Background: an optimization exercise with open tools, aiming at small area. Do not read the settings as production practice. Only simulation tests tie the RTL to the original design; equivalence was not proved. Power and IR drop assume default switching activity.

==> flow/design.v <==
module system_top (
    input  clk,
    input  reset,
    input  serial_data_in,
    output serial_data_out,
    output parity_error,
    output frame_error
);
    wire line = serial_data_in;
    reg [7:0] rf [0:1];              
    reg [7:0] ring [0:13];           
    reg [3:0] ph;                    
    reg       pe, podd, p8, p16;     
    reg       clr;                   
    reg       wp;                    
    reg       rp;                    
    wire [7:0] A = rf[0];
    wire [7:0] B = rf[1];
    reg        busy;       
    reg        txm;        
    reg        more;       
    reg        exec;       
    reg        calc;       
    reg [2:0]  cs;         
    reg [4:0]  cnt;        
    reg [3:0]  bitn;       
    reg        par;        
    reg        cy;         
    reg        dly;        
    reg [3:0]  arg;        
    reg [15:0] R;          
    localparam [2:0] C_IDLE = 3'd0, C_WADDR = 3'd1, C_WDATA = 3'd2,
                     C_RADDR = 3'd3, C_OPA = 3'd4, C_OPB = 3'd5,
                     C_FUNC = 3'd6;
    wire bit_end  = (&cnt[2:0]) & (p8 | cnt[3] & (p16 | cnt[4]));
    wire is_data  = ~bitn[3];
    wire is_start = bitn[3] & bitn[1];
    wire is_par   = bitn[3] & ~bitn[1] & ~bitn[0] & pe;
    wire is_last  = bitn[3] & ~bitn[1] & (bitn[0] | ~pe);
    wire [7:0] rbyte = R[15:8];      
    wire [3:0] f     = R[11:8];      
    wire o_sub  = (arg == 4'd1);
    wire o_mul  = (arg == 4'd2);
    wire o_div  = (arg == 4'd3);
    wire o_cmp  = (arg == 4'd10) | (arg == 4'd11) | (arg == 4'd12);
    wire o_shr  = (arg == 4'd13);
    wire o_shl  = (arg == 4'd14);
    wire o_arith = (arg == 4'd0) | o_sub | o_mul | o_cmp | o_shl;
    wire pass2  = o_cmp & cnt[0];    
    reg [3:0] tt;                    
    always @(*) begin
        case (arg)
            4'd4:  tt = 4'b1000;
            4'd5:  tt = 4'b1110;
            4'd6:  tt = 4'b0111;
            4'd7:  tt = 4'b0001;
            4'd8:  tt = 4'b0110;
            4'd9:  tt = 4'b1001;
            default: tt = 4'b1100;   
        endcase
    end
    wire ahi  = bitn[3];             
    wire a    = o_div ? ((bitn == 4'd0) ? R[7] : dly) :
                (o_mul ? R[8] : o_shr ? R[1] : R[0]) & ~ahi;
    wire b    = B[bitn[2:0]] & ~ahi & (~o_mul | R[0]);
    wire bb   = o_shl ? a : b ^ (o_sub | o_cmp | o_div & par);
    wire sum  = a ^ bb ^ cy;
    wire cyn  = a & bb | a & cy | bb & cy;
    wire cond = (arg[1:0] == 2'd2) ? par : (arg[1:0] == 2'd3) ? cy & ~par : ~cy;
    wire last_step = (cnt[2:0] == 3'd7);
    wire r    = pass2 ? (bitn == 4'd0) & cond :
                o_div ? sum & ~last_step :   
                o_arith ? sum : tt[{a, b}];
    wire md       = o_mul | o_div;
    wire mul_step = calc & md & (bitn == 4'd8);      
    wire pass_end = (bitn == 4'd15);
    wire calc_last = md ? mul_step & last_step :
                     pass_end & (~o_cmp | cnt[0]);
    wire rx_start  = ~busy & ~line;
    wire fr_end    = busy & bit_end & is_last;
    wire perr      = busy & ~txm & bit_end & is_par & (par ^ line);
    wire ferr      = busy & ~txm & bit_end & is_last & ~line;
    wire rx_abort  = perr & p8;
    wire deliver   = fr_end & ~txm & (line | ~p8);
    wire arg_ring  = arg[3] | arg[2] | arg[1];
    wire at_head   = (ph == arg);
    wire go_read   = rp & (~arg_ring | at_head);
    wire go_func   = exec & (cs == C_FUNC);
    wire tx_start  = go_read | calc & calc_last;
    wire tx_next   = fr_end & txm & more;
    assign parity_error    = perr;
    assign frame_error     = ferr;
    assign serial_data_out = ~txm | (is_data ? R[0] : is_par ? par : ~is_start);
    always @(posedge clk or negedge reset) begin
        if (~reset) begin
            busy <= 1'b0;
            txm  <= 1'b0;
            more <= 1'b0;
            exec <= 1'b0;
            calc <= 1'b0;
            rp   <= 1'b0;
            wp   <= 1'b0;
            cs   <= C_IDLE;
        end
        else begin
            exec <= deliver;
            if (exec & (cs == C_RADDR))
                rp <= 1'b1;
            else if (go_read)
                rp <= 1'b0;
            if (exec & (cs == C_WDATA) & arg_ring)
                wp <= 1'b1;
            else if (at_head)
                wp <= 1'b0;
            if (rx_start | tx_start)
                busy <= 1'b1;
            else if (fr_end & ~tx_next | rx_abort)
                busy <= 1'b0;
            if (tx_start)
                txm <= 1'b1;
            else if (fr_end & ~more)
                txm <= 1'b0;
            if (tx_start)
                more <= ~go_read;
            else if (tx_next)
                more <= 1'b0;
            if (go_func & (f != 4'd15))
                calc <= 1'b1;
            else if (calc_last)
                calc <= 1'b0;
            if (exec) begin
                case (cs)
                    C_IDLE: begin
                        if (rbyte == 8'hAA) cs <= C_WADDR;
                        else if (rbyte == 8'hBB) cs <= C_RADDR;
                        else if (rbyte == 8'hCC) cs <= C_OPA;
                        else if (rbyte == 8'hDD) cs <= C_FUNC;
                    end
                    C_WADDR: cs <= C_WDATA;
                    C_OPA:   cs <= C_OPB;
                    C_OPB:   cs <= C_FUNC;
                    default: cs <= C_IDLE;
                endcase
            end
        end
    end
    wire [7:0] wd = rbyte & {8{reset}};
    wire       wsel = exec & ((cs == C_WDATA) & ~arg_ring | (cs == C_OPA) | (cs == C_OPB));
    wire       waddr = (cs == C_WDATA) ? arg[0] : cs[0];
    wire       wcfg  = exec & (cs == C_WDATA) & (arg[3:1] == 3'b001);
    integer i;
    always @(posedge clk) begin
        for (i = 0; i < 2; i = i + 1)
            if (~reset | wsel & (waddr == i))
                rf[i] <= wd;
        if (~reset | wcfg & ~arg[0]) begin
            pe   <= wd[0] | ~reset;
            podd <= wd[1];
        end
        if (~reset | wcfg & arg[0]) begin
            p8   <= wd[3] | ~reset;
            p16  <= wd[4];
        end
    end
    always @(posedge clk or negedge reset) begin
        if (~reset) begin
            ph  <= 4'd2;
            clr <= 1'b1;
        end
        else begin
            ph <= (ph == 4'd15) ? 4'd2 : ph + 4'd1;
            if (ph == 4'd15)
                clr <= 1'b0;
        end
    end
    wire [7:0] ring_rst = {4'b0000, ph == 4'd3, 2'b00, ph == 4'd2};
    always @(posedge clk) begin
        for (i = 0; i < 13; i = i + 1)
            ring[i] <= ring[i + 1];
        ring[13] <= clr ? ring_rst : (wp & at_head) ? rbyte : ring[0];
    end
    always @(posedge clk) begin
        if (busy)
            cnt <= cnt + 5'd1;
        else if (calc & ~calc_last)
            cnt <= cnt + {4'd0, pass_end | mul_step};
        else
            cnt <= {4'b0, ~line};
        if (rx_start | tx_start | tx_next)
            bitn <= 4'd15;
        else if (go_func | mul_step)
            bitn <= 4'd0;
        else if (busy & bit_end | calc)
            bitn <= bitn + 4'd1;
        if (go_func)
            par <= 1'b1;
        else if (calc & o_div) begin
            if (mul_step)
                par <= ~sum;
        end
        else if (calc)
            par <= par & ~(r & ~pass2);
        else if (busy & bit_end) begin
            if (is_start)
                par <= podd;
            else if (is_data)
                par <= par ^ (txm ? R[0] : line);
        end
        if (go_func)
            cy <= (f == 4'd1) | (f == 4'd3) | (f == 4'd10) | (f == 4'd11) | (f == 4'd12);
        else if (calc & o_div & mul_step)
            cy <= ~sum;
        else if (calc & ~pass2)
            cy <= cyn;
        dly <= R[8];
        if (exec & ((cs == C_WADDR) | (cs == C_RADDR) | (cs == C_FUNC)))
            arg <= f;
        if (busy & bit_end & is_data)
            R <= {line, R[15:1]};
        else if (go_read)
            R[7:0] <= arg_ring ? ring[0] : rf[arg[0]];
        else if (go_func)
            R <= {8'h00, A};
        else if (calc) begin
            if (md & ~mul_step)
                R[15:8] <= {r, R[15:9]};
            else if (o_div)
                R[7:0] <= {R[6:0], ~sum};
            else
                R <= {r, R[15:1]};
        end
    end
endmodule
export LEC_CHECK = 0
export ABC_AREA = 1
export CAP_MARGIN = 20
export CORE_MARGIN = 2
export CORE_UTILIZATION = 40
export CTS_BUF_LIST = sky130_fd_sc_hd__clkbuf_8
export SLEW_MARGIN = 20
create_clock -name core_clock -period 28.0 [get_ports {clk}]
standard.sh (not shown) runs the stock make flow with config.mk's settings and CLKGATE_MAP_FILE= SYNTH_SCRIPT=/design/flow/synth_recipe.tcl, a recipe that flattens the netlist after the stock synthesis.
==> flow/flow/run.sh <==
#!/bin/bash
# Own layout flow: the standard synthesis, then the combinational logic is
# re-mapped with an area-oriented ABC script (flip-flops are kept untouched:
# same instances, names and cell types), then the standard layout.
set -euo pipefail
here=$(pwd)
res=$here/orfs/results/$FLOW_PLATFORM/system_top/base

bash standard.sh synth > synth_standard.log 2>&1

lib=$FLOW_HOME/platforms/$FLOW_PLATFORM/lib/sky130_fd_sc_hd__tt_025C_1v80.lib
yosys_exe=$(command -v yosys || echo "$FLOW_HOME/../tools/install/yosys/bin/yosys")
cp "$res/1_2_yosys.v" "$here/1_2_yosys_standard.v"
LIB=$lib IN_V=$here/1_2_yosys_standard.v OUT_V=$here/1_2_yosys_resynth.v \
  ABC_SCRIPT=$here/flow/area.abc PLATFORM_CONFIG=$FLOW_HOME/platforms/$FLOW_PLATFORM/config.mk \
  "$yosys_exe" -c flow/resynth.tcl > resynth.log 2>&1
cp "$here/1_2_yosys_resynth.v" "$res/1_2_yosys.v"
touch "$res/1_2_yosys.v"
rm -f "$res/1_synth.odb"

bash standard.sh finish > layout.log 2>&1
==> flow/flow/area.abc <==
strash
dc2
&get -n
&dch -f
&nf -a -R 1000
&put
==> flow/flow/resynth.tcl <==
# Re-map the combinational logic of the standard synthesis netlist for area.
yosys -import
set lib $::env(LIB)

# the platform's don't-use cells
set dont_use {}
set fh [open $::env(PLATFORM_CONFIG) r]
set in_list 0
while {[gets $fh line] >= 0} {
  if {[regexp {^\s*export\s+DONT_USE_CELLS\s*\+?=} $line]} { set in_list 1 }
  if {$in_list} {
    foreach w [split [regsub -all {\\} $line " "] " \t"] {
      if {[string match "sky130_*" $w]} { lappend dont_use -dont_use $w }
    }
    if {![regexp {\\\s*$} $line]} { set in_list 0 }
  }
}
close $fh
puts "dont_use: $dont_use"

read_liberty -ignore_miss_func $lib
read_verilog $::env(IN_V)
hierarchy -top system_top
# flip-flops stay as they are
setattr -mod -set keep_hierarchy 1 sky130_fd_sc_hd__df* sky130_fd_sc_hd__edf*
flatten
opt_clean -purge
abc -liberty $lib {*}$dont_use -script $::env(ABC_SCRIPT)
opt_clean -purge
hilomap -singleton -hicell sky130_fd_sc_hd__conb_1 HI -locell sky130_fd_sc_hd__conb_1 LO
select system_top
write_verilog -noattr -nohex -nodec -selected $::env(OUT_V)

# check the result against the library's cells
design -reset
read_liberty -lib $lib
read_verilog $::env(OUT_V)
hierarchy -check -top system_top
check -assert -mapped
tee -o resynth_stat.txt stat -liberty $lib
Next try:
--- a/flow/flow/run.sh
+++ b/flow/flow/run.sh
@@ -3,3 +3,4 @@
 # re-mapped with an area-oriented ABC script (flip-flops are kept untouched:
-# same instances, names and cell types), then the standard layout.
+# same instances, names and cell types), then the standard layout, with
+# clock tree synthesis told not to add dummy loads.
 set -euo pipefail
@@ -20,2 +21,3 @@
 
+export CTS_ARGS="-sink_clustering_enable -repair_clock_nets -dont_use_dummy_load -buf_list sky130_fd_sc_hd__clkbuf_8"
 bash standard.sh finish > layout.log 2>&1
Settings changed: GPL_TIMING_DRIVEN set to 0.
Core utilization came out lower by 1.4 points.
Synthesized area stays the same.
Total power came out lower by 9.3%.
Sequential cell count is unchanged.
Final area came out lower by 3.0%.

separate check: timing with driven ports:
In the flow no input, the clock included, has a driving cell. The finished layouts below were timed again as built, in two steps.
Step 1 (the two cells are an assumption about what drives the block):
set clk [get_ports {clk}]
set_driving_cell -lib_cell sky130_fd_sc_hd__clkbuf_16 $clk
set_driving_cell -lib_cell sky130_fd_sc_hd__buf_2 [delete_from_list [all_inputs] $clk]
Step 2 moves the port delays by t, midway between the first and last clock arrival at a register: inputs arrive t later, outputs are due t later. That takes back most of the time a late clock gives input paths.
Three values: ideal ports, drivers, drivers and shift; two values: the first two.
run	shift t [ns]	slack for setup (ns)	worst hold slack (ns)	worst register clock-pin slew, ns
the first run	0.486	15.187 / 15.160 / 15.160	0.325 / 0.325 / 0.325	0.10 / 0.10
the second run	0.463	15.176 / 15.148 / 15.148	0.312 / 0.312 / 0.312	0.09 / 0.09
After both steps every run listed still meets setup and hold. The setup slack of the second run, which loses most, moves by -0.028 ns with the drivers and by -0.028 ns with both steps.
